What follows belongs to an exercise in optimizing a design on an open flow for small area and a short achievable clock period; a production flow would make more cautious choices. No functional check of the RTL was part of any run shown here. Power figures rest on the tool's default switching activity, not on a simulated workload.

==> design.v <==
module TIMER_TOP (
	input  wire        sys_clk,
	input  wire        sys_rst_n,
	input  wire        tim_psel,
	input  wire        tim_write,
	input  wire        tim_penable,
	input  wire [11:0] tim_paddr,
	input  wire [31:0] tim_pwdata,
	output wire [31:0] tim_prdata,
	input  wire [3:0]  tim_pstrb,
	output wire        tim_pready,
	output wire        tim_int,
	input  wire        dbg_mode
);
	reg apb_wait;    
	reg rdy_rd;      
	reg rdy_wr;      
	always @(posedge sys_clk or negedge sys_rst_n) begin
		if (~sys_rst_n) begin
			apb_wait <= 1'b0;
			rdy_rd   <= 1'b0;
			rdy_wr   <= 1'b0;
		end else begin
			apb_wait <= tim_psel & ~tim_penable;
			rdy_rd   <= apb_wait & ~tim_write;
			rdy_wr   <= apb_wait &  tim_write;
		end
	end
	assign tim_pready = rdy_rd | rdy_wr;
	wire addr_hi0 = (tim_paddr[11:5] == 7'd0) & (tim_paddr[1:0] == 2'd0);
	wire sel_tcr_d   = addr_hi0 & (tim_paddr[4:2] == 3'd0);
	wire sel_tdr0_d  = addr_hi0 & (tim_paddr[4:2] == 3'd1);
	wire sel_tdr1_d  = addr_hi0 & (tim_paddr[4:2] == 3'd2);
	wire sel_tcmp0_d = addr_hi0 & (tim_paddr[4:2] == 3'd3);
	wire sel_tcmp1_d = addr_hi0 & (tim_paddr[4:2] == 3'd4);
	wire sel_tier_d  = addr_hi0 & (tim_paddr[4:2] == 3'd5);
	wire sel_tisr_d  = addr_hi0 & (tim_paddr[4:2] == 3'd6);
	wire sel_thcsr_d = addr_hi0 & (tim_paddr[4:2] == 3'd7);
	wire [31:0] wdata = tim_pwdata & {{8{tim_pstrb[3]}}, {8{tim_pstrb[2]}}, {8{tim_pstrb[1]}}, {8{tim_pstrb[0]}}};
	wire we_tcr   = rdy_wr & sel_tcr_d;
	wire we_tdr0  = rdy_wr & sel_tdr0_d;
	wire we_tdr1  = rdy_wr & sel_tdr1_d;
	wire we_tcmp0 = rdy_wr & sel_tcmp0_d;
	wire we_tcmp1 = rdy_wr & sel_tcmp1_d;
	wire we_tier  = rdy_wr & sel_tier_d;
	wire we_tisr  = rdy_wr & sel_tisr_d;
	wire we_thcsr = rdy_wr & sel_thcsr_d;
	reg       timer_en;
	reg       div_en;
	reg [3:0] div_val;
	wire tcr_same   = {wdata[11:8], wdata[1]} == {div_val, div_en};
	wire tcr_gt8    = wdata[11] & (|wdata[10:8]);
	wire tcr_en_we  = we_tcr & tcr_same;
	wire tcr_div_we = we_tcr & ~wdata[0] & ~timer_en & ~tcr_gt8;
	always @(posedge sys_clk or negedge sys_rst_n) begin
		if (~sys_rst_n) begin
			timer_en <= 1'b0;
		end else if (tcr_en_we) begin
			timer_en <= wdata[0];
		end
	end
	always @(posedge sys_clk or negedge sys_rst_n) begin
		if (~sys_rst_n) begin
			div_en   <= 1'b0;
			div_val  <= 4'd1;
		end else if (tcr_div_we) begin
			div_en   <= wdata[1];
			div_val  <= wdata[11:8];
		end
	end
	reg int_en, int_st, halt_req;
	wire halt_ack = halt_req & dbg_mode;
	always @(posedge sys_clk or negedge sys_rst_n) begin
		if (~sys_rst_n) begin
			int_en   <= 1'b0;
			halt_req <= 1'b0;
		end else begin
			if (we_tier)  int_en   <= wdata[0];
			if (we_thcsr) halt_req <= wdata[0];
		end
	end
	assign tim_int = int_st & int_en;
	reg [7:0] p;
	reg       p_tc;
	wire [7:1] p_ones;    
	assign p_ones[1] = p[1];
	genvar gi;
	generate
		for (gi = 2; gi < 8; gi = gi + 1) begin : g_pones
			assign p_ones[gi] = p_ones[gi-1] & p[gi];
		end
	endgenerate
	reg p_before_tc;      
	always @(*) begin
		case (div_val)
			4'd1: p_before_tc = ~p[0];
			4'd2: p_before_tc = ~p[0] & p_ones[1];
			4'd3: p_before_tc = ~p[0] & p_ones[2];
			4'd4: p_before_tc = ~p[0] & p_ones[3];
			4'd5: p_before_tc = ~p[0] & p_ones[4];
			4'd6: p_before_tc = ~p[0] & p_ones[5];
			4'd7: p_before_tc = ~p[0] & p_ones[6];
			4'd8: p_before_tc = ~p[0] & p_ones[7];
			default: p_before_tc = 1'b0;
		endcase
	end
	wire div_zero = (div_val == 4'd0);
	always @(posedge sys_clk) begin
		if (~timer_en) begin
			p    <= 8'd0;
			p_tc <= div_zero;
		end else if (~halt_ack) begin
			p    <= p_tc ? 8'd0 : p + 8'd1;
			p_tc <= p_tc ? div_zero : p_before_tc;
		end
	end
	wire cnt_en = timer_en & ~halt_ack & (~div_en | p_tc);
	reg timer_en_d;
	reg [31:0] cnt_lo, cnt_hi;
	wire clr = timer_en_d & ~timer_en;
	wire lo_ones = &cnt_lo;
	always @(posedge sys_clk) begin
		timer_en_d <= timer_en;
	end
	wire [63:0] cnt = {cnt_hi, cnt_lo};
	wire [63:0] ones_below;    
	wire [7:0]  blk_ones;      
	genvar bi, bk;
	generate
		for (bi = 0; bi < 8; bi = bi + 1) begin : g_blk
			assign blk_ones[bi] = &cnt[8*bi+7:8*bi];
			for (bk = 0; bk < 8; bk = bk + 1) begin : g_bit
				if (bi == 0 && bk == 0)
					assign ones_below[0] = 1'b1;
				else if (bk == 0)
					assign ones_below[8*bi] = &blk_ones[bi-1:0];
				else
					assign ones_below[8*bi+bk] = ones_below[8*bi] & (&cnt[8*bi+bk-1:8*bi]);
			end
		end
	endgenerate
	wire [63:0] cnt_inc = cnt ^ ({64{cnt_en}} & ones_below);
	always @(posedge sys_clk or negedge sys_rst_n) begin
		if (~sys_rst_n) begin
			cnt_lo <= 32'd0;
			cnt_hi <= 32'd0;
		end else if (clr) begin
			cnt_lo <= 32'd0;
			cnt_hi <= 32'd0;
		end else begin
			cnt_lo <= we_tdr0 ? wdata : cnt_inc[31:0];
			cnt_hi <= we_tdr1 ? wdata : cnt_inc[63:32];
		end
	end
	reg [31:0] tcmp0_n, tcmp1_n;
	always @(posedge sys_clk or negedge sys_rst_n) begin
		if (~sys_rst_n) begin
			tcmp0_n <= 32'h0;
			tcmp1_n <= 32'h0;
		end else begin
			if (we_tcmp0) tcmp0_n <= ~wdata;
			if (we_tcmp1) tcmp1_n <= ~wdata;
		end
	end
	wire [31:0] tcmp0 = ~tcmp0_n, tcmp1 = ~tcmp1_n;
	wire cmp = ({tcmp1, tcmp0} == {cnt_hi, cnt_lo});
	always @(posedge sys_clk or negedge sys_rst_n) begin
		if (~sys_rst_n) begin
			int_st <= 1'b0;
		end else if (we_tisr & wdata[0]) begin
			int_st <= 1'b0;
		end else if (int_en & cmp) begin
			int_st <= 1'b1;
		end
	end
	wire int_st_nw   = int_st | (int_en & cmp);
	reg [31:0] rd_q;
	reg        rd_halt_q;
	always @(posedge sys_clk) begin
		rd_q <=
			  ({32{sel_tcr_d}}   & {20'd0, div_val, 6'd0, div_en, timer_en})
			| ({32{sel_tdr0_d}}  & cnt_inc[31:0])
			| ({32{sel_tdr1_d}}  & cnt_inc[63:32])
			| ({32{sel_tcmp0_d}} & ~tcmp0_n)
			| ({32{sel_tcmp1_d}} & ~tcmp1_n)
			| ({32{sel_tier_d}}  & {31'd0, int_en})
			| ({32{sel_tisr_d}}  & {31'd0, int_st_nw})
			| ({32{sel_thcsr_d}} & {31'd0, halt_req});
		rd_halt_q <= sel_thcsr_d & halt_req;
	end
	assign tim_prdata = {rd_q[31:2], rd_q[1] | (rd_halt_q & dbg_mode), rd_q[0]};
endmodule
==> flow/run.sh <==
#!/bin/bash
set -euo pipefail
export BUFFER_PORTS_ARGS="-buffer_cell sky130_fd_sc_hd__buf_1"
bash standard.sh "BUFFER_PORTS_ARGS=$BUFFER_PORTS_ARGS" finish > standard_flow.log 2>&1
==> standard.sh <==
#!/bin/bash
# synth_recipe.tcl (not shown) runs the flow's synth.tcl, then flattens the netlist and writes it again
# the make line also repeats each setting of config.mk as NAME=value (left out here)
make -C /OpenROAD-flow-scripts/flow DESIGN_CONFIG=/design/flow/config.mk WORK_HOME=/design/flow/orfs CLKGATE_MAP_FILE= SYNTH_SCRIPT=/design/flow/synth_recipe.tcl "${@:-finish}"
==> config.mk <==
export PLATFORM = sky130hd
export DESIGN_NAME = TIMER_TOP
export DESIGN_NICKNAME = TIMER_TOP
export VERILOG_FILES = /design/flow/design.v
export SDC_FILE = /design/flow/constraint.sdc
export NUM_CORES = 4
export LEC_CHECK = 0
export CAP_MARGIN = 20
export CORE_MARGIN = 2
export CORE_UTILIZATION = 40
export CTS_BUF_LIST = sky130_fd_sc_hd__clkbuf_8
export SETUP_SLACK_MARGIN = 2.9
export SLEW_MARGIN = 20
==> constraint.sdc <==
create_clock -name core_clock -period 5.5 [get_ports {sys_clk}]
set_input_delay 1.1000 -clock core_clock [delete_from_list [all_inputs] [get_ports {sys_clk}]]
set_output_delay 1.1000 -clock core_clock [all_outputs]
set_load 0.01 [all_outputs]
==> reports/results.env, run 1 <==
CRITICAL_PATH.ENDPOINT_TYPE='register'
RSZ0062_AT_GRT='true'
GRT.MET1_USAGE_PCT=34.7
DR.FIRST_ITER.DRC_COUNT=1068
POSTSYNTHAREAPERCELL_UM2=9.06
MULTI_INPUT_AREA_MM2=0.00549
SYNTH_ENABLE_FLOP_CELLS=1
WORST-ENDPOINT-ARRIVAL_PS=3100
INITIAL_UTILIZATION_PCT=40.7
NUMPLACEDINSTANCES=1416
CAP_VIOLATIONS=0
YS.WARNINGS.COUNT=1
FP.DIEAREA_MM2=0.0260
TIMING.CRITICAL_PATH.REQUIRED_PS=5870
YS_FF_LATCH=183
SYNTHESIS.NETS=1149
CTS-BUFFERS-INSERTED=17
MET3_TRACK_USAGE_GR_PCT=6.81
MIN_PERIOD_OVER_PERIOD_PCT=49.8
PLACEMENT.SETUP.WORST_SLACK_PS=1550
ASYNC_RESET_FF_SHARE_PCT=76.5
PORT-BUFFER-COUNT=87
TOTAL_POWER_mW=2.34
DRTANTENNAVIOLNETS=0
FINALCLOCKSKEW_PS=17.0
PATH_CLASS='primary input to register'
FINAL_PERIOD_MINUS_WORST_SETUP_SLACK_PS=2740
OUTCOME='no timing/DRC/antenna violations'
PEAK_CLOCK_FREQUENCY_SUPPORTED_BY_TIMING_MHz=365
GRT_PASS1_VIAS=8235
POSTCTSHOLDBUFS=0
PLACE.DETAILED.HPWL_UM=20300
NUM_ANTENNA_CELLS=0
NETLIST_AREA_MM2=0.00991
FINAL_HOLD_VIOL_COUNT=0
FINAL.FILL_COUNT=2282
ROOT_BUFFER='sky130_fd_sc_hd__clkbuf_8'
WORST_REL_SLEW_SLACK_PCT=31.3
NNETSFINAL=1211
PLACEMENT_ROWS=57
MET2_USAGE_PCT=38.0
DRT-WIRELENGTH-PER-CELL_UM=23.8
CLOCK_TREE.HTREE_LEVEL_COUNT=4
DIE_HEIGHT_UM=161
SETUP.WORST_PATH.START_CLASS='primary input'
FINALSETUPVIOLATIONS=0
VIAS=9012
CRITICAL_PATH.MAX_FANOUT=8
MAXSLEWVIOLCOUNT=0
SETUP_TOTAL_NEGATIVE_SLACK_PS=0
ROUTED_WIRELENGTH_UM=35500
GRT_USE_TOTAL_PCT=25.1
SYN-INSTANCE-COUNT=1093
YS_SEQ_AREA_SHARE_PCT=44.2
GP_CONGESTION=0.894
DIE_WIDTH_UM=161
POST_ROUTE_CELLS_DRIVE_ABOVE_1_SHARE_PCT=17.6
LEAKAGE_nW=4.58
IO_PINS=88
TRITONCTS_CLOCK_TREE='yes'
VDD_DROP_MAX_V=0.000138
FINAL_CELLS=1492
CLOCKBUFFERDEPTH=2
PATH_CLK_SLEW_PS=90
ANTENNA_FOUND_INITIAL=0
DRT_PRE_ANTENNA_ITERS=7
SYNTHTOLAYOUTAREAGROWTH_PCT=18.1
VIAS_PER_CELL=6.04
POST_SYNTH_NUM_CELL_TYPES=65
GRT_OVERFLOW_TOTAL=0
FIN_WS_PS=2760
YOSYS_MOST_USED_DFF='sky130_fd_sc_hd__dfrtp_1'
POST-ROUTE-DRC-COUNT=0
AREA_OF_ALL_SEQUENTIAL_STANDARD_CELLS_MM2=0.00438
CLOCK-SINKS=183
GLOBAL_ROUTE_WIRE_LENGTH_BEFORE_REPAIR_UM=49300
PWR_DENSITY_CELL_mW_PER_MM2=200
CLOCK_LATENCY_PS=490
CORE-AREA_MM2=0.0243
GRT_MAX_DEGREE=141
HOLD_CLASS='register to register'
TIGHTEST_SLEW_PS=1030
GLOBAL_ROUTE_HOTTEST_LAYER='met2'
## cells in the mapped netlist, types with 11 or more instances
cell type,number,area share (%)
sky130_fd_sc_hd__a211oi_1,17,1.3
sky130_fd_sc_hd__clkbuf_1,52,2.0
sky130_fd_sc_hd__xnor2_1,91,8.0
sky130_fd_sc_hd__nor3_1,39,2.0
sky130_fd_sc_hd__nand2_1,113,4.3
sky130_fd_sc_hd__and2_1,37,2.3
sky130_fd_sc_hd__o21ai_0,109,5.5
sky130_fd_sc_hd__o22a_1,18,1.6
sky130_fd_sc_hd__o221ai_1,24,2.1
sky130_fd_sc_hd__dfrtp_1,139,35
sky130_fd_sc_hd__buf_2,12,0.61
sky130_fd_sc_hd__nor2_1,60,2.3
sky130_fd_sc_hd__dfxtp_1,42,8.5
sky130_fd_sc_hd__a21oi_1,49,2.5
sky130_fd_sc_hd__nand3_1,36,1.8
sky130_fd_sc_hd__nor4_1,28,1.8
sky130_fd_sc_hd__nor4_2,11,1.4
sky130_fd_sc_hd__xor2_1,33,2.9
sky130_fd_sc_hd__inv_1,17,0.64
sky130_fd_sc_hd__nand4_1,24,1.5
sky130_fd_sc_hd__buf_4,31,2.3
## cell families after synthesis
| group | count (synthesis) | share of synthesized area [%] |
|---|---|---|
| AOI/OAI and AO/OA | 262 | 16.5 |
| xor gates and xnor gates | 124 | 11.0 |
| adders and majority gates | 2 | 0.253 |
| buffers and inverters | 117 | 5.84 |
| DFF | 183 | 44.2 |
| muxes | 11 | 1.21 |
| and+or+nand+nor | 394 | 21.0 |
## what timing repair did
action / CTS / global route
setup buffers: 12 / 14
gates cloned: 6 / 12
setup endpoints to repair: 135 / 162
pin swaps: 14 / 29
gates resized for setup: 30 / 125
## path summary, 6_finish.rpt
| path | start | end | slack, ps | depth (start not counted) |
|---|---|---|---|---|
| max in group asynchronous | sys_rst_n | cnt_lo[24]$_DFF_PN0_ | 3950 | 2 |
| min reg2reg | apb_wait$_DFF_PN0_ | rdy_wr$_DFF_PN0_ | 480 | 1 |
| min in group asynchronous | sys_rst_n | tcmp1_n[12]$_DFFE_PN0P_ | 640 | 2 |
| max reg2reg | cnt_lo[8]$_DFF_PN0_ | rd_q[2]$_DFF_P_ | 2920 | 6 |
| max | tim_paddr[0] | tcmp1_n[20]$_DFFE_PN0P_ | 2760 | 10 |
| min | apb_wait$_DFF_PN0_ | rdy_wr$_DFF_PN0_ | 480 | 1 |
## report_power, final
group,switching [mW],internal (mW)
registers,0.00360,1.34
clock network,0.535,0.359
logic,0.0709,0.0258
## worst max-delay path: stages
cell	delay, ps
sky130_fd_sc_hd__buf_1	70
sky130_fd_sc_hd__or4_4	560
sky130_fd_sc_hd__or3_4	460
sky130_fd_sc_hd__buf_6	150
sky130_fd_sc_hd__nor3_4	130
sky130_fd_sc_hd__nand2_2	120
sky130_fd_sc_hd__buf_12	190
sky130_fd_sc_hd__clkbuf_16	190
sky130_fd_sc_hd__nand2_1	70
sky130_fd_sc_hd__o21ai_1	60
## area by class of cell
class	instances	share of cell area [%]
Clock inverter	15	1.11
Inverter	18	0.610
Multi-Input combinational cell	799	47.0
Timing Repair Buffer	136	8.39
Sequential cell	183	37.5
Tap cell	324	3.47
Clock buffer	17	2.00
## cells in the final DEF (no fill, tap or decap), types with 7 or more instances in the layout
cell type                    n
sky130_fd_sc_hd__buf_1      83
sky130_fd_sc_hd__o21ai_0    36
sky130_fd_sc_hd__xnor2_1    91
sky130_fd_sc_hd__clkbuf_8   17
sky130_fd_sc_hd__nand2_1    97
sky130_fd_sc_hd__dfrtp_1   136
sky130_fd_sc_hd__o21ai_2    16
sky130_fd_sc_hd__o221ai_1   15
sky130_fd_sc_hd__nand2b_1    9
sky130_fd_sc_hd__dfxtp_1    42
sky130_fd_sc_hd__inv_1      17
sky130_fd_sc_hd__buf_12      9
sky130_fd_sc_hd__o21ai_1    62
sky130_fd_sc_hd__mux2_2      7
sky130_fd_sc_hd__nor4_2      9
sky130_fd_sc_hd__o221ai_2    9
sky130_fd_sc_hd__nor2_1     53
sky130_fd_sc_hd__buf_6      11
sky130_fd_sc_hd__and2_1     35
sky130_fd_sc_hd__a21oi_1    43
sky130_fd_sc_hd__a211oi_1   16
sky130_fd_sc_hd__nor4_1     20
sky130_fd_sc_hd__nand4_1    24
sky130_fd_sc_hd__nor3_1     33
sky130_fd_sc_hd__nand2_2    14
sky130_fd_sc_hd__xor2_1     33
sky130_fd_sc_hd__buf_4      22
sky130_fd_sc_hd__nor4_4     12
sky130_fd_sc_hd__o22a_1     18
sky130_fd_sc_hd__nand3_1    34
sky130_fd_sc_hd__and3_1     10
## per-stage QoR
stage          cell area [um^2]  util [%]  hold slack, ps
2_1_floorplan             10200         -             342
3_3_place_gp              10300      42.5             459
3_5_place_dp              10300      42.5             462
4_1_cts                   11000      45.2             487
5_1_grt                   11700      48.1             526
6_report                  11700      48.1             482
## state kept, by name (all words and copies together) (netlist names), 4 cells and up
name	flops
tcmp1_n	32
cnt_hi	32
p	8
cnt_lo	32
div_val	4
tcmp0_n	32
rd_q	32
## routing by layer
metal  vias up  share of wire (%)
li1       4017                  -
met1      4367                 41
met2       523                 44
met3       105                 11
met4         0                3.8
met5         -                  0
==> run 2, diff against run 1 <==
--- a/design.v
+++ b/design.v
@@ -29,2 +29,3 @@
 	assign tim_pready = rdy_rd | rdy_wr;
+	reg sel_tcr, sel_tdr0, sel_tdr1, sel_tcmp0, sel_tcmp1, sel_tier, sel_tisr, sel_thcsr;
 	wire addr_hi0 = (tim_paddr[11:5] == 7'd0) & (tim_paddr[1:0] == 2'd0);
@@ -39,10 +40,10 @@
 	wire [31:0] wdata = tim_pwdata & {{8{tim_pstrb[3]}}, {8{tim_pstrb[2]}}, {8{tim_pstrb[1]}}, {8{tim_pstrb[0]}}};
-	wire we_tcr   = rdy_wr & sel_tcr_d;
-	wire we_tdr0  = rdy_wr & sel_tdr0_d;
-	wire we_tdr1  = rdy_wr & sel_tdr1_d;
-	wire we_tcmp0 = rdy_wr & sel_tcmp0_d;
-	wire we_tcmp1 = rdy_wr & sel_tcmp1_d;
-	wire we_tier  = rdy_wr & sel_tier_d;
-	wire we_tisr  = rdy_wr & sel_tisr_d;
-	wire we_thcsr = rdy_wr & sel_thcsr_d;
+	wire we_tcr   = rdy_wr & sel_tcr;
+	wire we_tdr0  = rdy_wr & sel_tdr0;
+	wire we_tdr1  = rdy_wr & sel_tdr1;
+	wire we_tcmp0 = rdy_wr & sel_tcmp0;
+	wire we_tcmp1 = rdy_wr & sel_tcmp1;
+	wire we_tier  = rdy_wr & sel_tier;
+	wire we_tisr  = rdy_wr & sel_tisr;
+	wire we_thcsr = rdy_wr & sel_thcsr;
 	reg       timer_en;
@@ -117,6 +118,22 @@
 	wire cnt_en = timer_en & ~halt_ack & (~div_en | p_tc);
+	always @(posedge sys_clk) begin
+		sel_tcr   <= sel_tcr_d;
+		sel_tdr0  <= sel_tdr0_d;
+		sel_tdr1  <= sel_tdr1_d;
+		sel_tcmp0 <= sel_tcmp0_d;
+		sel_tcmp1 <= sel_tcmp1_d;
+		sel_tier  <= sel_tier_d;
+		sel_tisr  <= sel_tisr_d;
+		sel_thcsr <= sel_thcsr_d;
+	end
+	reg out_of_reset;
+	always @(posedge sys_clk or negedge sys_rst_n) begin
+		if (~sys_rst_n)
+			out_of_reset <= 1'b0;
+		else
+			out_of_reset <= 1'b1;
+	end
 	reg timer_en_d;
 	reg [31:0] cnt_lo, cnt_hi;
-	wire clr = timer_en_d & ~timer_en;
-	wire lo_ones = &cnt_lo;
+	wire clr = (timer_en_d & ~timer_en) | ~out_of_reset;
 	always @(posedge sys_clk) begin
@@ -142,9 +159,6 @@
 	wire [63:0] cnt_inc = cnt ^ ({64{cnt_en}} & ones_below);
-	always @(posedge sys_clk or negedge sys_rst_n) begin
-		if (~sys_rst_n) begin
+	always @(posedge sys_clk) begin
+		if (clr) begin
 			cnt_lo <= 32'd0;
 			cnt_hi <= 32'd0;
-		end else if (clr) begin
-			cnt_lo <= 32'd0;
-			cnt_hi <= 32'd0;
 		end else begin
@@ -155,4 +169,4 @@
 	reg [31:0] tcmp0_n, tcmp1_n;
-	always @(posedge sys_clk or negedge sys_rst_n) begin
-		if (~sys_rst_n) begin
+	always @(posedge sys_clk) begin
+		if (~out_of_reset) begin
 			tcmp0_n <= 32'h0;
@@ -175,18 +189,24 @@
 	end
-	wire int_st_nw   = int_st | (int_en & cmp);
-	reg [31:0] rd_q;
-	reg        rd_halt_q;
-	always @(posedge sys_clk) begin
-		rd_q <=
-			  ({32{sel_tcr_d}}   & {20'd0, div_val, 6'd0, div_en, timer_en})
-			| ({32{sel_tdr0_d}}  & cnt_inc[31:0])
-			| ({32{sel_tdr1_d}}  & cnt_inc[63:32])
-			| ({32{sel_tcmp0_d}} & ~tcmp0_n)
-			| ({32{sel_tcmp1_d}} & ~tcmp1_n)
-			| ({32{sel_tier_d}}  & {31'd0, int_en})
-			| ({32{sel_tisr_d}}  & {31'd0, int_st_nw})
-			| ({32{sel_thcsr_d}} & {31'd0, halt_req});
-		rd_halt_q <= sel_thcsr_d & halt_req;
-	end
-	assign tim_prdata = {rd_q[31:2], rd_q[1] | (rd_halt_q & dbg_mode), rd_q[0]};
+	reg rd1_q, rd1_halt_q;
+	always @(posedge sys_clk) begin
+		rd1_q <= (sel_tcr_d & div_en) | (sel_tdr0_d & cnt_inc[1]) | (sel_tdr1_d & cnt_inc[33])
+		       | (sel_tcmp0_d & ~tcmp0_n[1]) | (sel_tcmp1_d & ~tcmp1_n[1]);
+		rd1_halt_q <= sel_thcsr_d & halt_req;
+	end
+	assign tim_prdata[31:2] =
+		  ({30{sel_tcr}}   & {20'd0, div_val, 6'd0})
+		| ({30{sel_tdr0}}  & cnt_lo[31:2])
+		| ({30{sel_tdr1}}  & cnt_hi[31:2])
+		| ({30{sel_tcmp0}} & tcmp0[31:2])
+		| ({30{sel_tcmp1}} & tcmp1[31:2]);
+	assign tim_prdata[1] = rd1_q | (rd1_halt_q & dbg_mode);
+	assign tim_prdata[0] =
+		  (sel_tcr   & timer_en)
+		| (sel_tdr0  & cnt_lo[0])
+		| (sel_tdr1  & cnt_hi[0])
+		| (sel_tcmp0 & tcmp0[0])
+		| (sel_tcmp1 & tcmp1[0])
+		| (sel_tier  & int_en)
+		| (sel_tisr  & int_st)
+		| (sel_thcsr & halt_req);
 endmodule
==> flow/run.sh (replaced) <==
#!/bin/bash
set -euo pipefail
WD=$PWD
CLUSTER=$(cat flow/cts_cluster_size 2>/dev/null || echo 30)
CTS_EXTRA=$(cat flow/cts_extra 2>/dev/null || true)
export BUFFER_PORTS_ARGS="-buffer_cell sky130_fd_sc_hd__buf_1"
export CTS_ARGS="-sink_clustering_enable -repair_clock_nets -buf_list sky130_fd_sc_hd__clkbuf_8 -dont_use_dummy_load -sink_clustering_size $CLUSTER $CTS_EXTRA"
if [[ -f flow/abc.script ]]; then
  rm -rf "$WD/scripts_abc"
  cp -r "$FLOW_HOME/scripts" "$WD/scripts_abc"
  cp flow/abc.script "$WD/scripts_abc/abc_speed.script"
  bash standard.sh "SCRIPTS_DIR=$WD/scripts_abc" synth > synth_flow.log 2>&1
fi
bash standard.sh "BUFFER_PORTS_ARGS=$BUFFER_PORTS_ARGS" "CTS_ARGS=$CTS_ARGS" finish > standard_flow.log 2>&1
==> flow/abc.script (new file) <==
&get -n
&st
&dch
&nf
&put
--- a/config.mk
+++ b/config.mk
@@ -10,3 +10,2 @@
 export CORE_UTILIZATION = 40
-export CTS_BUF_LIST = sky130_fd_sc_hd__clkbuf_8
 export SETUP_SLACK_MARGIN = 2.9
==> run 2 against run 1 <==
  * First-iteration DRC count shrank 50%
  * Core utilization grew 0.41 points
  * Power shrank 17%
  * Clock-buffer cell count did not move
  * Final area is 19% lower
  * Clock power down 25%
  * Synthesized cell count is 15% lower
  * Cell count decreased by 12%
  * Worst hold slack got worse by 13 ps
  * Highest routed layer unchanged
==> reports/results.env, run 2 <==
OUTCOME='no timing/DRC/antenna violations'
SLOWEST_STAGE='sky130_fd_sc_hd__dfxtp_4'
SYNTHTOLAYOUTAREAGROWTH_PCT=18.6
POST_LAYOUT_UTIL_PCT=48.5  # +0.41 points
PATH_CLK_SLEW_PS=70  # -20 ps
CRITICAL_PATH.MAX_FANOUT=5  # -3
COUNT_LEADER_SYNTH='sky130_fd_sc_hd__dfxtp_1'
MOSTFREQUENTLAYOUTCELL='sky130_fd_sc_hd__dfxtp_1'
POSTCTSHOLDBUFS=0  # unchanged
ANTENNA_FOUND_INITIAL=0  # unchanged
ROOT_BUFFER='sky130_fd_sc_hd__clkbuf_8'
TIMING.CRITICAL_PATH.REQUIRED_PS=4400  # -1470 ps
POST_ROUTE_CELLS_DRIVE_ABOVE_1_SHARE_PCT=11.6  # -6.0 points
TRITONCTS_CLOCK_TREE='yes'
CLOCK_TREE.HTREE_LEVEL_COUNT=4  # unchanged
GP_CONGESTION=0.879  # -1.6%
LEAKAGE_nW=3.11  # -32%
PWR_DENSITY_CELL_mW_PER_MM2=206  # +2.9%
TIMING.CRITICAL_PATH.BUF_INV=2  # -2
PATH_CLASS='register to output port'
TOTAL_POWER_mW=1.95  # -17%
FINALCLOCKSKEW_PS=28.4  # +11.4 ps
GRT_USE_TOTAL_PCT=24.6  # -0.48 points
VIAS_PER_CELL=6.06  # +0.31%
FINAL_CELL_MIX='sky130_fd_sc_hd__dfxtp_1 (144), sky130_fd_sc_hd__o21ai_0 (102), sky130_fd_sc_hd__a21oi_1 (84), sky130_fd_sc_hd__a31oi_1 (60), sky130_fd_sc_hd__nand2_1 (58)'
PORT-BUFFER-COUNT=87  # unchanged
WORST_REL_SLEW_SLACK_PCT=29.5  # -1.7 points
RSZ0062_AT_GRT='true'
VDD_DROP_MAX_V=0.000136  # -1.4%
FINAL_PERIOD_MINUS_WORST_SETUP_SLACK_PS=3030  # +287 ps
SYNTH_COMMONEST_CELLS='sky130_fd_sc_hd__dfxtp_1 (147), sky130_fd_sc_hd__o21ai_0 (112), sky130_fd_sc_hd__a21oi_1 (84)'
WORST-ENDPOINT-ARRIVAL_PS=1930  # -1170 ps
INITIAL_UTILIZATION_PCT=40.9  # +0.16 points
NETLIST_AREA_MM2=0.00798  # -19%
CAP_VIOLATIONS=0  # unchanged
DIE_WIDTH_UM=145  # -10%
CPLARGESTDELAYFAMILY='compound AO/OA/AOI/OAI gates'
DR.FIRST_ITER.DRC_COUNT=539  # -50%
M1WIRELENGTH_UM=11600  # -21%
R2R_DEPTH=7  # +1
SYNTH_ENABLE_FLOP_CELLS=1  # unchanged
SYNTHESIS.NETS=984  # -14%
VIAS=7992  # -11%
YOSYS_MOST_USED_DFF='sky130_fd_sc_hd__dfxtp_1'
POST-ROUTE-DRC-COUNT=0  # unchanged
FP.DIEAREA_MM2=0.0211  # -19%
WORST-PATH-STAGES=6  # -4
DRT-WIRELENGTH-PER-CELL_UM=19.8  # -17%
PLACE.DETAILED.HPWL_UM=17100  # -16%
SYN-INSTANCE-COUNT=928  # -15%
GRT_OVERFLOW_TOTAL=0  # unchanged
MIN_PERIOD_OVER_PERIOD_PCT=55.0  # +5.2 points
PLACEMENT_ROWS=51  # -11%
DIE_HEIGHT_UM=145  # -10%
CRITICAL_PATH_CELL_SEQUENCE='buf_12 > a222oi_1 > o221ai_1 > a221oi_1 > nand2_1 > buf_2'
ROUTED-WL-MET3_UM=1480  # -62%
YS_FF_LATCH=161  # -12%
TIGHTEST_SLEW_PS=1060  # +25.5 ps
WORST_R2R_STARTPOINT='cnt_lo[17]$_SDFF_PP0_'
POSTSYNTHAREAPERCELL_UM2=8.60  # -5.1%
GRT_PASS1_VIAS=7418  # -9.9%
FINAL_HOLD_VIOL_COUNT=0  # unchanged
NUMPLACEDINSTANCES=1289  # -9.0%
CLOCK_LATENCY_PS=470  # -20 ps
DRTANTENNAVIOLNETS=0  # unchanged
HOLD_PATH.STARTPOINT='sel_tisr$_DFF_P_'
CPPEAKSTAGEDELAY_PS=350  # -210 ps
CORE-AREA_MM2=0.0195  # -20%
SYNTH_TOP_AREA_SHARE_PCT=36.9  # +1.7 points
MAXSLEWVIOLCOUNT=0  # unchanged
SETUP.WORST_PATH.START='sel_tdr0$_DFF_P_'
NNETSFINAL=1112  # -8.2%
DRT_PRE_ANTENNA_ITERS=5  # -2
GLOBAL_ROUTE_WIRE_LENGTH_BEFORE_REPAIR_UM=41600  # -16%
POST-SYNTH-TOP-AREA-CELL='sky130_fd_sc_hd__dfxtp_1'
ROUTED_WIRELENGTH_UM=26100  # -26%
GRT_MAX_DEGREE=66  # -53%
POST_SYNTH_NUM_CELL_TYPES=49  # -25%
SYNTH_AREA_LEADERS='sky130_fd_sc_hd__dfxtp_1 (37%), sky130_fd_sc_hd__o21ai_0 (7.0%), sky130_fd_sc_hd__xnor2_1 (6.0%)'
ASYNC_RESET_FF_SHARE_PCT=8.07  # -68 points
FINAL_CELLS=1319  # -12%
SETUP.WORST_PATH.START_CLASS='register'
NUM_ANTENNA_CELLS=0  # unchanged
FINALSETUPVIOLATIONS=0  # unchanged
CLOCKBUFFERDEPTH=2  # unchanged
HOLD_CLASS='register to register'
YS_SEQ_AREA_SHARE_PCT=41.3  # -2.8 points
SETUP_TOTAL_NEGATIVE_SLACK_PS=0  # unchanged
ROUTE.MET2.WL_UM=12400  # -21%
TIMING.HOLD.WORST_PATH_DEPTH=1  # unchanged
YS.WARNINGS.COUNT=1  # unchanged
CLOCK-SINKS=161  # -12%
DR.MAX_LAYER_USED='met4'
CTS-BUFFERS-INSERTED=17  # unchanged
PEAK_CLOCK_FREQUENCY_SUPPORTED_BY_TIMING_MHz=331  # -9.5%
CRITICAL_PATH.ENDPOINT_TYPE='output port'
IO_PINS=88  # unchanged
[run 2: cell types whose count changed after synthesis, sizes merged, moves of 25 or more]
| cell | change |
|---|---|
| nand2 | -52 |
| xnor2 | -36 |
| a211oi | +27 |
| clkinv | +25 |
| dfxtp | +105 |
| a31oi | +58 |
| buf | -47 |
| a21oi | +35 |
| dfrtp | -127 |
| clkbuf | -52 |
[run 2: what timing repair did]
item                                    4_1_cts  5_1_grt
buffers inserted                              8        2
gates resized for setup                      69       32
endpoints found under the setup margin       46       37
pin swaps                                    11       12
gates cloned                                  3        0
[run 2: cell families after synthesis]
logic type               Yosys count  share of synthesized area, %
AO/OA/AOI/OAI                    388                          30.3
multiplexers                       3                         0.423
other                              1                        0.0470
AND/OR/NAND/NOR                  256                          16.4
flip-flops                       161                          41.3
buffers and inverters             26                          1.22
adder cells (fa/ha/maj)            2                         0.313
XOR/XNOR                          91                          9.98
[run 2: where the power goes]
part | leakage (nW) | internal (mW) | switching [mW]
logic | 1.64 | 0.0284 | 0.0676
registers | 1.35 | 1.17 | 0.00940
clock network | 0.122 | 0.273 | 0.398
[run 2: worst reg2reg max path, cell delays in order (launching register included)]
cell	delay, ps
sky130_fd_sc_hd__dfxtp_1	460
sky130_fd_sc_hd__nand3_1	250
sky130_fd_sc_hd__nor3_2	380
sky130_fd_sc_hd__and4_1	390
sky130_fd_sc_hd__nand4_1	290
sky130_fd_sc_hd__nor3_1	280
sky130_fd_sc_hd__xnor2_1	90
sky130_fd_sc_hd__a211oi_1	260
[run 2: routing by layer]
metal  up-vias  global-route usage (%)
met5         -                       0
met2       266                    39.7
met3        41                    4.65
li1       3886                       -
met4         0                    8.43
met1      3799                    33.0
[run 2: worst paths after layout]
path,slack [ps],end
setup / recovery,2470,tim_prdata[0]
min in group asynchronous,680,rdy_rd$_DFF_PN0_
max in group asynchronous,4280,rdy_wr$_DFF_PN0_
hold reg to reg,470,int_st$_DFFE_PN0P_
hold / removal,470,int_st$_DFFE_PN0P_
setup reg to reg,3010,cnt_hi[14]$_SDFF_PP0_
[run 2: through the flow]
| stage | cell area (um^2) | hold WS (ps) | worst slack [ps] |
|---|---|---|---|
| floorplan | 8060 | 420 | 2890 |
| global placement | 8800 | 459 | 2220 |
| detailed placement | 8800 | 462 | 2130 |
| CTS | 9350 | 473 | 2450 |
| global route | 9470 | 499 | 2390 |
| finish | 9470 | 469 | 2470 |
[run 2: area by class of cell]
| cell class | count | area [um^2] |
|---|---|---|
| tap | 265 | 332 |
| fill | 1964 | 10100 |
| timing repair inverter | 1 | 8.76 |
| multi-input combinational | 741 | 4840 |
| inverter | 26 | 129 |
| timing repair buffer | 108 | 609 |
| clock buffer | 17 | 234 |
| sequential | 161 | 3320 |
==> run 3, diff against run 2 <==
--- a/config.mk
+++ b/config.mk
@@ -10,3 +10,3 @@
 export CORE_UTILIZATION = 40
-export SETUP_SLACK_MARGIN = 2.9
+export SETUP_SLACK_MARGIN = 2.8
 export SLEW_MARGIN = 20
==> run 3 against run 2 <==
  * Still clean
  * Via count is 0.38% lower
  * Sequential share of layout area decreased by 0.12 points
  * Setup slack improved by 16 ps
  * Worst hold slack got worse by 7.1 ps
  * Synthesized area unchanged
  * Final area grew 0.33%
  * Non-clock buffer count is 1 higher
  * Register-to-register slack about the same
  * Synthesized cell count did not move
  * Combinational power is 9.4% lower
  * Largest cell class unchanged
  * Clock-buffer cell count did not move
==> reports/results.env, run 3 <==
HOLD_CLASS='register to register'
FIN_WS_PS=2490  # +16.2 ps
WORST_REL_SLEW_SLACK_PCT=34.1  # +4.6 points
DR.FIRST_ITER.DRC_COUNT=585  # +8.5%
ASYNC_RESET_FF_SHARE_PCT=8.07  # unchanged
MIN_PERIOD_OVER_PERIOD_PCT=54.7  # -0.29 points
SETUP.WORST_PATH.START_CLASS='register'
CORE-AREA_MM2=0.0195  # unchanged
DRT-WIRELENGTH-PER-CELL_UM=19.6  # -0.86%
ANTENNA_FOUND_INITIAL=0  # unchanged
CPLARGESTDELAYFAMILY='compound AO/OA/AOI/OAI gates'
DIE_WIDTH_UM=145  # unchanged
FP.DIEAREA_MM2=0.0211  # unchanged
PLACEMENT.SETUP.WORST_SLACK_PS=2120  # -15.8 ps
NETLIST_AREA_MM2=0.00798  # unchanged
GLOBAL_ROUTE_WIRE_LENGTH_BEFORE_REPAIR_UM=41300  # -0.86%
PATH_CLK_SLEW_PS=90  # +20 ps
POST_ROUTE_CELLS_DRIVE_ABOVE_1_SHARE_PCT=12.3  # +0.75 points
CRITICAL_PATH.ENDPOINT_TYPE='output port'
PLACE.DETAILED.HPWL_UM=16800  # -1.3%
SYNTH_ENABLE_FLOP_CELLS=1  # unchanged
SYN-INSTANCE-COUNT=928  # unchanged
SETUP_TOTAL_NEGATIVE_SLACK_PS=0  # unchanged
GRT_USE_TOTAL_PCT=24.2  # -0.39 points
SLOWEST_STAGE='sky130_fd_sc_hd__dfxtp_4'
GRT_OVERFLOW_TOTAL=0  # unchanged
ROUTED_WIRELENGTH_UM=25900  # -0.78%
PWR_DENSITY_CELL_mW_PER_MM2=205  # -0.15%
SYNTH_AREA_LEADERS='sky130_fd_sc_hd__dfxtp_1 (37%), sky130_fd_sc_hd__o21ai_0 (7.0%), sky130_fd_sc_hd__xnor2_1 (6.0%)'
DIE_HEIGHT_UM=145  # unchanged
RRSETUPSLACK_PS=3010  # about the same
CAP_VIOLATIONS=0  # unchanged
NNETSFINAL=1113  # +0.090%
MAXSLEWVIOLCOUNT=0  # unchanged
TIGHTEST_SLEW_PS=988  # -68.7 ps
FINAL.FILL_COUNT=1981  # +0.87%
FINAL_HOLD_VIOL_COUNT=0  # unchanged
LEAKAGE_nW=3.13  # +0.65%
CLOCK_TREE.HTREE_LEVEL_COUNT=4  # unchanged
RSZ0062_AT_GRT='true'
CRITICAL_PATH.MAX_FANOUT=3  # -2
POSTSYNTHAREAPERCELL_UM2=8.60  # unchanged
ROOT_BUFFER='sky130_fd_sc_hd__clkbuf_8'
GRT_PASS1_VIAS=7340  # -1.1%
PEAK_CLOCK_FREQUENCY_SUPPORTED_BY_TIMING_MHz=332  # +0.54%
R2R_DEPTH=8  # +1
REG2REG_TO='cnt_hi[29]$_SDFF_PP0_'
DRTANTENNAVIOLNETS=0  # unchanged
FINAL_CELL_MIX='sky130_fd_sc_hd__dfxtp_1 (144), sky130_fd_sc_hd__o21ai_0 (102), sky130_fd_sc_hd__a21oi_1 (84), sky130_fd_sc_hd__a31oi_1 (60), sky130_fd_sc_hd__nand2_1 (58)'
YOSYS_MOST_USED_DFF='sky130_fd_sc_hd__dfxtp_1'
GP_CONGESTION=0.825  # -6.2%
SYNTHTOLAYOUTAREAGROWTH_PCT=19.0
INITIAL_UTILIZATION_PCT=40.9  # unchanged
PATH_CLASS='register to output port'
FINAL_PERIOD_MINUS_WORST_SETUP_SLACK_PS=3010  # -16.2 ps
IO_PINS=88  # unchanged
TIMING.CRITICAL_PATH.BUF_INV=2  # unchanged
POST-ROUTE-DRC-COUNT=0  # unchanged
TRITONCTS_CLOCK_TREE='yes'
COUNT_LEADER_SYNTH='sky130_fd_sc_hd__dfxtp_1'
MOSTFREQUENTLAYOUTCELL='sky130_fd_sc_hd__dfxtp_1'
POST_SYNTH_NUM_CELL_TYPES=49  # unchanged
GRT_MAX_DEGREE=67  # +1.5%
NUM_ANTENNA_CELLS=0  # unchanged
CLOCK_LATENCY_PS=460  # about the same
WORST-ENDPOINT-ARRIVAL_PS=1910  # -20 ps
WORST_R2R_STARTPOINT='cnt_lo[16]$_SDFF_PP0_'
CLOCK-SINKS=161  # unchanged
CTS-BUFFERS-INSERTED=17  # unchanged
PLACEMENT_ROWS=51  # unchanged
TOTAL_POWER_mW=1.95  # +0.18%
VIAS=7962  # -0.38%
WORST-PATH-STAGES=6  # unchanged
OUTCOME='no timing/DRC/antenna violations'
CPPEAKSTAGEDELAY_PS=360  # about the same
FINALSETUPVIOLATIONS=0  # unchanged
PORT-BUFFER-COUNT=87  # unchanged
HOLD_PATH.STARTPOINT='sel_tisr$_DFF_P_'
VIAS_PER_CELL=6.03  # -0.45%
SYNTHESIS.NETS=984  # unchanged
YS.WARNINGS.COUNT=1  # unchanged
SYNTH_COMMONEST_CELLS='sky130_fd_sc_hd__dfxtp_1 (147), sky130_fd_sc_hd__o21ai_0 (112), sky130_fd_sc_hd__a21oi_1 (84)'
YS_FF_LATCH=161  # unchanged
TIMING.HOLD.WORST_PATH_DEPTH=1  # unchanged
CRITICAL_PATH_CELL_SEQUENCE='buf_12 > a222oi_1 > o221ai_1 > a221oi_1 > nand2_1 > buf_2'
SYNTH_TOP_AREA_SHARE_PCT=36.9  # unchanged
YS_SEQ_AREA_SHARE_PCT=41.3  # unchanged
DRT_PRE_ANTENNA_ITERS=8  # +3
FINALCLOCKSKEW_PS=29.4  # +1.04 ps
TIMING.CRITICAL_PATH.REQUIRED_PS=4400  # about the same
POST-SYNTH-TOP-AREA-CELL='sky130_fd_sc_hd__dfxtp_1'
CLOCKBUFFERDEPTH=2  # unchanged
VDD_DROP_MAX_V=0.000180  # +32%
MIN_DELAY_WORST_ENDPOINT='int_st$_DFFE_PN0P_'
## run 3: cell counts after synthesis
Identical to the previous run, type by type.
## run 3: routing by layer
layer	track usage (%)	wire length, um
met5	0	0
met4	7.16	443
met3	5.06	1550
met2	39.0	12200
met1	32.7	11700
## run 3: stage by stage
step                      hold WS, ps  cell area [um^2]  std cells  utilization, %
final                             462              9500       1320            48.7
after global routing              504              9500       1320            48.7
after CTS                         459              9350       1316            47.9
after detailed placement          449              8750       1287            44.8
after global placement            445              8750       1287            44.8
after floorplan                   420              8020        928               -
## run 3: worst reg2reg max path: stages, from the launching register on
cell                       delay [ps]
sky130_fd_sc_hd__dfxtp_1          460
sky130_fd_sc_hd__nand3_1          230
sky130_fd_sc_hd__nor3_2           400
sky130_fd_sc_hd__nand4_1          310
sky130_fd_sc_hd__nor4_4           320
sky130_fd_sc_hd__buf_4            200
sky130_fd_sc_hd__nand3_1          110
sky130_fd_sc_hd__xor2_1           170
sky130_fd_sc_hd__a211oi_1         230
## run 3: timing repair
item                       4_1_cts  5_1_grt
resized for setup               79       32
setup buffers                    9        4
cloned                           3        0
setup endpoints to repair       56       50
pin swaps                       10       10
hold buffers                     0        0
## run 3: kinds of logic after synthesis
| group | count (synthesis) | share of synthesized area, % |
|---|---|---|
| compound gates | 388 | 30.3 |
| fa+ha+maj | 2 | 0.313 |
| other cells | 1 | 0.0470 |
| flops | 161 | 41.3 |
| buf+inv | 26 | 1.22 |
| simple gates | 256 | 16.4 |
| xor+xnor | 91 | 9.98 |
| mux | 3 | 0.423 |
## run 3: report_power, final
group / internal, mW / leakage [nW] / switching, mW
clock network: 0.273 / 0.122 / 0.402
registers: 1.17 / 1.35 / 0.0167
logic: 0.0263 / 1.66 / 0.0607
total: 1.47 / 3.13 / 0.480
## run 3: how the worst max path moves through the flow
stage	slack, ps	start	to
2_1_floorplan	2790	dbg_mode	cnt_hi[18]$_SDFF_PP0_
3_3_place_gp	2170	sel_tcmp0$_DFF_P_	tim_prdata[0]
3_5_place_dp	2120	sel_tcmp0$_DFF_P_	tim_prdata[0]
4_1_cts	2450	sel_tdr0$_DFF_P_	tim_prdata[0]
5_1_grt	2350	sel_tdr0$_DFF_P_	tim_prdata[0]
6_report	2490	sel_tdr0$_DFF_P_	tim_prdata[0]
## run 3: area by class of cell
| cell class | instances | area (um^2) | share of cell area [%] |
|---|---|---|---|
| well taps | 265 | 332 | 3.49 |
| multi-input cells | 741 | 4870 | 51.3 |
| repair buffers | 109 | 618 | 6.50 |
| flip-flops and latches | 161 | 3320 | 34.9 |
| clock buffers | 17 | 234 | 2.46 |
| inverters | 26 | 125 | 1.32 |
| repair inverters | 1 | 8.76 | 0.0922 |

[separate check: timing with driven ports]
Ports are ideal in the flow. The routed layouts listed here were re-timed in OpenROAD.
Step 1 assumes that a clkbuf_16 drives the clock port and a buf_2 every other input.
Step 2, shift: input delay + t, output delay - t, t = (earliest + latest rising clock arrival at the registers) / 2. This alone moves slack from input paths to output paths.
Slacks: ideal ports / drivers / drivers and shift; pairs: ideal ports / drivers.
run | t, ns | slack for setup (ns) | worst hold slack (ns) | worst register clock-pin slew, ns
run 1 | 0.524 | 2.762 / 2.787 / 2.263 | 0.482 / 0.482 / 0.482 | 0.11 / 0.11
run 2 | 0.499 | 2.474 / 2.429 / 2.518 | 0.469 / 0.469 / 0.469 | 0.09 / 0.09
run 3 | 0.491 | 2.491 / 2.450 / 2.464 | 0.462 / 0.462 / 0.462 | 0.10 / 0.10
After both steps every run listed still meets setup and hold. For run 1, which loses most, drivers alone change the setup slack by +0.025 ns; drivers and shift together by -0.499 ns.
